Context: an optimization exercise on an open-source flow, tuned for small area, a short achievable clock period and few clock cycles per item. The choices shown serve that exercise and are no tape-out recipe.
No activity file was given, so power comes from the tool's default toggle rates.

==> flow/design.v (excerpt) <==
module mp_adder (
    input  wire         iAddSub,
    input  wire         iClk,
    input  wire         iRst,
    input  wire         iStart,
    input  wire [511:0] iOpA,
    input  wire [511:0] iOpB,
    output wire [512:0] oRes,
    output wire         oDone);
export LEC_CHECK = 0
export CAP_MARGIN = 20
export CORE_AREA = 10 10 460 460
export DIE_AREA = 0 0 470 470
export GPL_TIMING_DRIVEN = 0
export SETUP_SLACK_MARGIN = 0.8
export SLEW_MARGIN = 20
export SYNTH_HIERARCHICAL = 1
create_clock -name core_clock -period 5.0 [get_ports {iClk}]
standard.sh (not shown) runs the stock make flow with config.mk's settings and CLKGATE_MAP_FILE= SYNTH_SCRIPT=/design/flow/synth_recipe.tcl, a recipe that flattens the netlist after the stock synthesis.
==> flow/flow/run.sh <==
#!/bin/bash
# Standard ORFS layout (the standard.sh) with three changes to how it is done:
# - buffer_ports gives every input and output port a buf_1 cell (the resizer
#   still sizes them as timing needs) instead of the cell it picks by default;
# - the ports are placed in bit order round the die edge, each bit's
#   iOpA/iOpB/oRes side by side (flow/pinorder.tcl, before place_pins);
# - before the resize step's repair_design, high-fanout nets get buffer trees
#   built from their sinks' locations (flow/pre_resize.tcl, flow/tree.tcl).
set -euo pipefail
export BUFFER_PORTS_ARGS="-buffer_cell sky130_fd_sc_hd__buf_1"
export PRE_IO_PLACEMENT_TCL="$(pwd)/flow/pinorder.tcl"
export PRE_RESIZE_TCL="$(pwd)/flow/pre_resize.tcl"
bash standard.sh > standard_flow.log 2>&1
Other scripts of this flow, unchanged in this note and not shown: flow/flow/pinorder.tcl, flow/flow/pre_resize.tcl, flow/flow/tree.tcl
The starting point went through all stages and came out clean.
Edit:
--- a/flow/design.v
+++ b/flow/design.v
@@ -79,34 +79,35 @@
 `timescale 1ns / 1ps
 module mpa_bx (
     input  wire         s,
     input  wire [3:0] b,
     output wire [3:0] bx);
     assign bx = b ^ {4{s}};
 endmodule
 module mpa_xor (
     input  wire [3:0] a, b,
     output wire [3:0] y);
     assign y = a ^ b;
 endmodule
-module mpa_ha (
-    input  wire [3:0] a, b,
+module mpa_pg2 (
+    input  wire s,
+    input  wire [3:0] y, a,
     output wire [3:0] p, g);
-    assign p = a ^ b;
-    assign g = a & b;
+    assign p = y ^ {4{s}};
+    assign g = a & ~p;
 endmodule
 module mpa_and (
     input  wire [3:0] a, b,
     output wire [3:0] y);
-    assign y = a & b;
+    assign y = a & ~b;
 endmodule
 module mpa_gp (
     input  wire [3:0] p, g,
     output wire        G, Pc);
     assign G  = g[3] | g[2] & p[3] | g[1] & p[2] & p[3] | g[0] & p[1] & p[2] & p[3];
     assign Pc = &p;
 endmodule
 module mpa_nd (
     input  wire gh, ph, gl, pl,
     output wire g, p);
     assign g = gh | (ph & gl);
     assign p = ph & pl;
@@ -116,35 +117,34 @@
     output wire g);
     assign g = gh | (ph & gl);
 endmodule
 module mp_adder (
     input  wire         iAddSub,
     input  wire         iClk,
     input  wire         iRst,
     input  wire         iStart,
     input  wire [511:0] iOpA,
     input  wire [511:0] iOpB,
     output wire [512:0] oRes,
     output wire         oDone);
-    wire [511:0] bx, p, g, c, sum;
+    wire [511:0] bx, p, g, c, sum;   
     wire [127:0] cg, cp, cc;
     reg  [127:1] rC;      
     reg         rCout;
     reg         rDone;
     wire [127:0] ci = {rC, iAddSub};
     genvar j;
     generate for (j = 0; j < 128; j = j + 1) begin : chunk
-        mpa_bx  u_bx  (.s(iAddSub), .b(iOpB[4*j +: 4]), .bx(bx[4*j +: 4]));
-        mpa_xor u_p   (.a(iOpA[4*j +: 4]), .b(bx[4*j +: 4]), .y(p[4*j +: 4]));
-        mpa_and u_g   (.a(iOpA[4*j +: 4]), .b(bx[4*j +: 4]), .y(g[4*j +: 4]));
+        mpa_xor u_y   (.a(iOpA[4*j +: 4]), .b(iOpB[4*j +: 4]), .y(bx[4*j +: 4]));
+        mpa_pg2 u_pg  (.s(iAddSub), .y(bx[4*j +: 4]), .a(iOpA[4*j +: 4]), .p(p[4*j +: 4]), .g(g[4*j +: 4]));
         mpa_gp  u_gp  (.p(p[4*j +: 4]), .g(g[4*j +: 4]), .G(cg[j]), .Pc(cp[j]));
         assign c[4*j] = ci[j];
         mpa_ng  u_c1  (.gh(g[4*j+0]), .ph(p[4*j+0]), .gl(c[4*j+0]), .g(c[4*j+1]));
         mpa_ng  u_c2  (.gh(g[4*j+1]), .ph(p[4*j+1]), .gl(c[4*j+1]), .g(c[4*j+2]));
         mpa_ng  u_c3  (.gh(g[4*j+2]), .ph(p[4*j+2]), .gl(c[4*j+2]), .g(c[4*j+3]));
         mpa_xor u_s   (.a(p[4*j +: 4]), .b(c[4*j +: 4]), .y(sum[4*j +: 4]));
     end endgenerate
     wire G0c;
     mpa_ng n0c (.gh(cg[0]), .ph(cp[0]), .gl(iAddSub), .g(G0c));
     wire G0;
     mpa_ng n0 (.gh(cg[1]), .ph(cp[1]), .gl(G0c), .g(G0));
     wire G1, P1;
What happened: The new run ran to the end with no violations. Area after synthesis went up by 2.1%. Global-route usage hardly moves. Sequential share of layout area hardly moves. Cell count went up by 5.3%. Via count went up by 2.8%. Maximum frequency went down by 1.3%. Die area does not change. Core utilization went up by 0.29 points. Power went up by 7.0%.
Function was not checked in any run of this note: the RTL went through the layout flow alone.

## static timing again, ports no longer ideal
Ports are ideal in the flow. The routed layouts listed here were re-timed in OpenROAD. Step 1 assumes that a clkbuf_16 drives the clock port and a buf_2 every other input. Step 2 moves the port delays by t, midway between the first and last clock arrival at a register: inputs arrive t later, outputs are due t later. That takes back most of the time a late clock gives input paths. Three values: ideal, step 1, step 2; two values: the first two.
| run | t (ns) | setup WS [ns] | latest minus earliest clock arrival (ns) | slew at the worst register clock pin (ns) | pins driven straight from the clock port |
|---|---|---|---|---|---|
| the first run | 0.622 | 0.818 / 0.764 / 0.257 | 0.016 / 0.016 | 0.08 / 0.08 | 1 |
| the second run | 0.634 | 0.764 / 0.793 / 0.190 | 0.018 / 0.018 | 0.08 / 0.08 | 1 |
After both steps every run listed still meets setup and hold. The setup slack of the second run, which loses most, moves by +0.029 ns with the drivers and by -0.574 ns with both steps.
